This is an optimization exercise on Yosys and OpenROAD, whose aim is small area, not a production implementation. Function was checked by simulation only, so behaviour that the tests miss may differ from the original. Power figures rest on the tool's default switching activity, not on a simulated workload.

<file path="design/flow/run.sh">
#!/bin/bash
# synth_recipe.tcl (not shown) runs the flow's synth.tcl, then flattens the netlist and writes it again
# the make line also repeats each setting of config.mk as NAME=value (left out here)
make -C /OpenROAD-flow-scripts/flow DESIGN_CONFIG=/design/flow/config.mk WORK_HOME=/design/flow/orfs CLKGATE_MAP_FILE= SYNTH_SCRIPT=/design/flow/synth_recipe.tcl finish
</file>
<file path="design/flow/config.mk">
export PLATFORM = sky130hd
export DESIGN_NAME = relojContadorAritmeticaMuxDisp7SegTLD
export DESIGN_NICKNAME = relojContadorAritmeticaMuxDisp7SegTLD
export VERILOG_FILES = /design/flow/design.v
export SDC_FILE = /design/flow/constraint.sdc
export NUM_CORES = 4
export LEC_CHECK = 0
export CAP_MARGIN = 20
export CORE_MARGIN = 2
export CORE_UTILIZATION = 40
export SLEW_MARGIN = 20
</file>
<file path="design/flow/constraint.sdc">
create_clock -name core_clock -period 20.0 [get_ports {clkNexys2}]
set_input_delay 4.0000 -clock core_clock [delete_from_list [all_inputs] [get_ports {clkNexys2}]]
set_output_delay 4.0000 -clock core_clock [all_outputs]
set_load 0.01 [all_outputs]
</file>
<file path="design/flow/design.v">
module divisorDeReloj(
    input relojNexys2,  
    input rst,          
    output salidaReloj,  
    output pulsoReloj    
    );
	reg [23:0]divisorDeReloj;
	always@(posedge(relojNexys2), posedge(rst))
	begin
		if(rst)
			divisorDeReloj <= 24'b000000000000000000000000;
		else  
			divisorDeReloj <= divisorDeReloj + 1;
	end
	assign salidaReloj = divisorDeReloj[16];
	assign pulsoReloj = (divisorDeReloj[16:0] == 17'h0FFFF);
endmodule
module contadorSelector(
    input clk,              
    input rst,              
    input frecuenciaReloj,  
    output [1:0] contador
    );
	reg [1:0] conteoAscendente;  
	always@(posedge(clk), posedge(rst))
	begin
		if(rst)
			conteoAscendente <= 2'b00;
		else if(frecuenciaReloj)
			conteoAscendente <= conteoAscendente + 2'b01;
	end
	assign contador = conteoAscendente;
endmodule
module funcionMatematica(
    input [3:0] binario, 
    input [1:0] selectorOperacion, 
    output reg [7:0] Result 
    );
	always@(binario or selectorOperacion)
	begin
		case(selectorOperacion)
			2'b01 : Result = 2*binario+2;
			2'b10 : Result = binario*binario;
			default : Result = 8'b00000000; 
		endcase
	end
endmodule
module decodificadorBinBCD(
    input [7:0] numBinario, 
    output [3:0] centenasBCD,
    output [3:0] decenasBCD,
    output [3:0] unidadesBCD
    );
	reg [11:0] codigoBCDcompleto;
	reg [19:0] posiciones;
	integer ciclos;
	integer i;
	always@(numBinario)
	begin
		for(ciclos=0; ciclos<=19; ciclos=ciclos+1) begin
			posiciones[ciclos] = 1'b0; 
		end
		posiciones[7:0] = numBinario[7:0];
		for(i=0; i<=7; i=i+1) begin
			if(posiciones[11:8]>4'b0100) begin
				posiciones[11:8] = posiciones[11:8] + 4'b0011;  
			end
			if(posiciones[15:12]>4'b0100) begin
				posiciones[15:12] = posiciones[15:12] + 4'b0011;  
			end
			if(posiciones[19:16]>4'b0100) begin
				posiciones[19:16] = posiciones[19:16] + 4'b0011;  
			end
			posiciones[19:1] = posiciones[18:0];
		end
		codigoBCDcompleto = posiciones[19:8];
	end
	assign centenasBCD = codigoBCDcompleto[11:8]; 
	assign decenasBCD  = codigoBCDcompleto[7:4]; 
	assign unidadesBCD = codigoBCDcompleto[3:0]; 
endmodule
module display7Seg(
    input [3:0] unidades,  
    input [3:0] decenas,  
    input [3:0] centenas,  
    input [1:0] selectorMUX,  
    output reg [3:0] prenderDisplay,  
    output reg [7:0] ledsAhastaDP  
    );
	reg [3:0] digito;
	always@(selectorMUX or unidades or decenas or centenas or digito)
	begin : digitoDisplay  
		case(selectorMUX)
			2'b00 : begin  
				prenderDisplay = 4'b1101; 
				digito = unidades;
			end
			2'b01 : begin  
				prenderDisplay = 4'b1011; 
				digito = decenas;
			end
			2'b10 : begin  
				prenderDisplay = 4'b0111; 
				digito = centenas;
			end
			default : begin  
				prenderDisplay = 4'b1111; 
				digito = 4'b1111;
		   end
		endcase
	end
	always@(digito)
	begin : HEXtoDISP7SEG  
		case(digito)
			4'b0000 : ledsAhastaDP = 8'b00000011;
			4'b0001 : ledsAhastaDP = 8'b10011111;
			4'b0010 : ledsAhastaDP = 8'b00100101;
			4'b0011 : ledsAhastaDP = 8'b00001101;
			4'b0100 : ledsAhastaDP = 8'b10011001;
			4'b0101 : ledsAhastaDP = 8'b01001001;
			4'b0110 : ledsAhastaDP = 8'b01000001;
			4'b0111 : ledsAhastaDP = 8'b00011011;
			4'b1000 : ledsAhastaDP = 8'b00000001;
			4'b1001 : ledsAhastaDP = 8'b00001001;
			default : ledsAhastaDP = 8'b11111111;
		endcase
	end
endmodule
module relojContadorAritmeticaMuxDisp7SegTLD(
    input [3:0] numBinario,
    input [1:0] seleccionarOperacion,
    input clkNexys2,
    input Reset,
    output [3:0] leds,
    output [7:0] ledsDisplay,
    output [3:0] anodoComun
    );
	 assign leds = numBinario;
	wire reloj; 
	wire pulso; 
	wire [1:0] selector; 
	wire [7:0] resultado; 
	wire [3:0] CENTENAS; 
	wire [3:0] DECENAS; 
	wire [3:0] UNIDADES; 
	divisorDeReloj frecuenciaReloj(
			.relojNexys2(clkNexys2),  
			.rst(Reset),
			.salidaReloj(reloj),
			.pulsoReloj(pulso)
		);
	contadorSelector selectorDisplay(
			.clk(clkNexys2),
			.rst(Reset),
			.frecuenciaReloj(pulso),
			.contador(selector)
		);
	funcionMatematica seleccionarFuncion(
			.binario(numBinario),
			.selectorOperacion(seleccionarOperacion),
			.Result(resultado)
		);
	decodificadorBinBCD ShiftAdd_3(
			.numBinario(resultado),
			.centenasBCD(CENTENAS),
			.decenasBCD(DECENAS),
			.unidadesBCD(UNIDADES)
		);
	display7Seg mostrarDigito(
			.unidades(UNIDADES),
			.decenas(DECENAS),
			.centenas(CENTENAS),
			.selectorMUX(selector),  
			.prenderDisplay(anodoComun),  
			.ledsAhastaDP(ledsDisplay)
		);
endmodule
</file>
==> results.toml <==
[status]
status = "complete, no violations"

[sta]
setup_violations = 0
drv_slew = 0
setup_ws_ns = 3.110
hold_viol_final = 0
worst_slew_pin_slew_ns = 0.8738
fin_crit_ns = 16.89
rsz0062_at_grt = "false"
finalCritPeriodShare_pct = 84.45
timing.slew.headroom_pct = 41.36
max_clock_freq_ghz = 0.05921
skew_ns = 0.001804
fin_setup_tns_ns = 0

[critical_path]
regToRegSetupSlack_ns = 18.08
startpoint_type = "input port"
arrival_ns = 12.89
reg2reg_depth = 8
worstReg2RegEnd = "selectorDisplay.conteoAscendente[1]$_DFFE_PP0N_"
timing.rr.start = "frecuenciaReloj.divisorDeReloj[2]$_DFF_PP0_"
cp.required_ns = 16.00
max_stage_delay_ns = 0.60
cp-end-kind = "primary output"
cpMostUsedCell = "ha_1"
critPathSlowestCell = "clkdlybuf4s50_1"
critPathMaxFanout = 11
critical_path_class = "input port to primary output"

[yosys]
netlist_instances = 312
ys.flop_type = "dfrtp_1"
synth_most_common_cell = "ha_1"
synthDominantCellAreaShare_pct = 17.94
yosys.area.top_type = "dfrtp_1"
ys_seq_area_share_pct = 17.94
syn_area_um2 = 2650
synth_warnings = 5
synth_edf_count = 0
syn_area_per_cell_um2 = 8.494
ys_types = 65
netlist_top_cells_count = "35 x ha_1, 30 x inv_1, 20 x nor2_1"
ys_async_sr_fraction_pct = 100.0
synth_area_leaders = "dfrtp_1 18%, ha_1 17%, xnor2_1 5.0%"
ys_seq_elements = 19

[die]
ioPinCount = 24
core-area_um2 = 6386
std_cell_rows = 29
start_util_pct = 41.50
die-area_um2 = 7292
fp.dieH_um = 85.40
die_x_um = 85.40

[placed_design]
pre_cts_slack_ns = 3.152
gp_congestion = 0.9067
place_area_um2 = 2879
hpwl_um = 4357
port_buffers = 21

[routing]
post_drt_wl_per_cell_um = 13.45
drt-initial-drc-count = 113
wl_um = 5435
vias_per_cell = 5.666
antenna_left = 0
drcViolationCount = 0
vias = 2289
first_pass_iters = 4

[hold_path]
hold_depth = 1
holdPathEnd = "frecuenciaReloj.divisorDeReloj[5]$_DFF_PP0_"
hold_path.class = "register to register"
hp-start = "frecuenciaReloj.divisorDeReloj[5]$_DFF_PP0_"

[global_route]
track_usage_pct = 15.63
antenna_found_initial = 0
grt_start_max_net_pins = 20
grt_pass1_vias = 2201
gr-total-overflow = 0
grt_pass1_wl_um = 9742

[clock_tree]
clock-sinks = 19
ctsResizeCount = 0
post_cts_buffers = 0
h-tree-depth = 1
cts_tree = "yes"
root_buffer = "clkbuf_8"
clkTransAtPathRegs_ns = 0.07
cts-buffers-inserted = 3
clockBufferDepth = 2
insertion_delay_ns = 0.25
holdBufCountCts = 0

[cells_and_area]
diodes = 0
nets = 371
design_area_um2 = 2924
area_delta_synth_final_pct = 10.34
drive_gt1_share_pct = 6.728

[job]
max-cap-violations = 0

[power_and_ir_drop]
power_density_nw_per_um2 = 53.15
ir_drop_mv = 0.05626
leakage_nw = 1.325
cell usage in the layout (no fill, tap or decap), types with 3 or more instances in the layout:
cell type        instances
o211ai_1                 3
a31oi_1                  4
ha_1                    35
clkbuf_8                 3
xor2_1                   7
nand4_1                  5
and4_1                   4
nand3_1                 11
and3_1                   7
o21ai_0                  6
nor2_1                  20
mux2_2                   4
mux2i_1                 11
nor3_1                  14
nand2b_1                 7
inv_1                   30
nor2b_1                  4
and2_1                   5
nand2_1                 19
a21oi_1                 13
or3_1                    4
xnor2_1                 15
a211oi_1                 6
clkdlybuf4s50_1         21
dfrtp_1                 19
cells by family after synthesis:
logic type                 after synthesis  share of synthesized area (%)
DFF                                     19                          17.94
muxes                                   16                          6.421
adders and majority gates               35                          16.53
AOI/OAI and AO/OA                       64                          20.49
other                                    1                         0.1415
and+or+nand+nor                        113                          23.75
xor gates and xnor gates                22                          7.271
buffers and inverters                   42                          7.460
cell type report:
cell class / count / area [um^2]
fill: 623 / 3462
multi-input combinational: 252 / 1981
sequential: 19 / 475.5
timing repair buffer: 21 / 210.2
clock buffer: 4 / 45.04
tap: 77 / 96.34
inverter: 31 / 116.4
worst max-delay path, delay by kind of cell:
family,cells,cell delay (ns)
AND/OR/NAND/NOR,12,2.64
adder cells (fa/ha/maj),8,2.16
XOR/XNOR,2,0.47
AO/OA/AOI/OAI,6,1.53
multiplexers,2,0.39
buffers and inverters,7,1.72
how the worst max path moves through the flow:
stage | startpoint | end | slack (ns) | cells past startpoint
finish | numBinario[0] | ledsDisplay[3] | 3.11 | 37
global route | numBinario[0] | ledsDisplay[3] | 2.35 | 37
CTS | numBinario[0] | ledsDisplay[3] | 3.14 | 37
detailed placement | numBinario[0] | ledsDisplay[3] | 3.15 | 37
global placement | numBinario[2] | ledsDisplay[3] | 3.30 | 37
floorplan | numBinario[2] | ledsDisplay[3] | 5.01 | 37
sequential cells by signal, indices dropped and copies added (netlist names):
name and flops:
frecuenciaReloj.divisorDeReloj 17, selectorDisplay.conteoAscendente 2
per-stage QoR:
stage          cells  utilization (%)  total power, W  hold WS (ns)
2_1_floorplan    313                -       0.0001017        0.4369
3_3_place_gp     400            45.08       0.0001299        0.4526
5_1_grt          404            45.79       0.0001671        0.4909
6_report         404            45.79       0.0001554        0.4644
4_1_cts          404            45.79       0.0001565        0.4676
3_5_place_dp     400            45.08       0.0001303        0.4541
metal layers:
layer | track usage (%) | part of all wire (%) | up-vias
li1 | - | - | 1162
met1 | 22.14 | 49 | 1070
met2 | 25.00 | 46 | 49
met3 | 2.335 | 4.3 | 8
met4 | 3.752 | 1.2 | 0
met5 | 0 | 0 | -
report_power, final:
group / internal, W / switching (W) / leakage (nW)
clock: 0.0000141 / 0.0000119 / 0.0228
sequential: 0.0000384 / 0 / 0.251
combinational: 0.0000445 / 0.0000465 / 1.05
total: 0.0000971 / 0.0000583 / 1.32

re-timing with driven ports:
In the flow no input, the clock included, has a driving cell. The finished layout below was timed again as built, in two steps.
Step 1 assumes that a clkbuf_16 drives the clock port and a buf_2 every other input.
Step 2 times the ports against the registers' clock, not the clock port: input delays grow and output delays shrink by t, the midpoint of the rising clock arrivals with the driver on.
a / b / c = ideal / step 1 / step 2; a / b = the first two.
t, ns: 0.271
slack for setup (ns): 3.110 / 3.089 / 3.089
worst hold slack (ns): 0.464 / 0.464 / 0.464
worst register clock-pin slew, ns: 0.07 / 0.07
After both steps setup and hold are still met in this run. For this run, drivers alone change the setup slack by -0.021 ns; drivers and shift together by -0.021 ns.
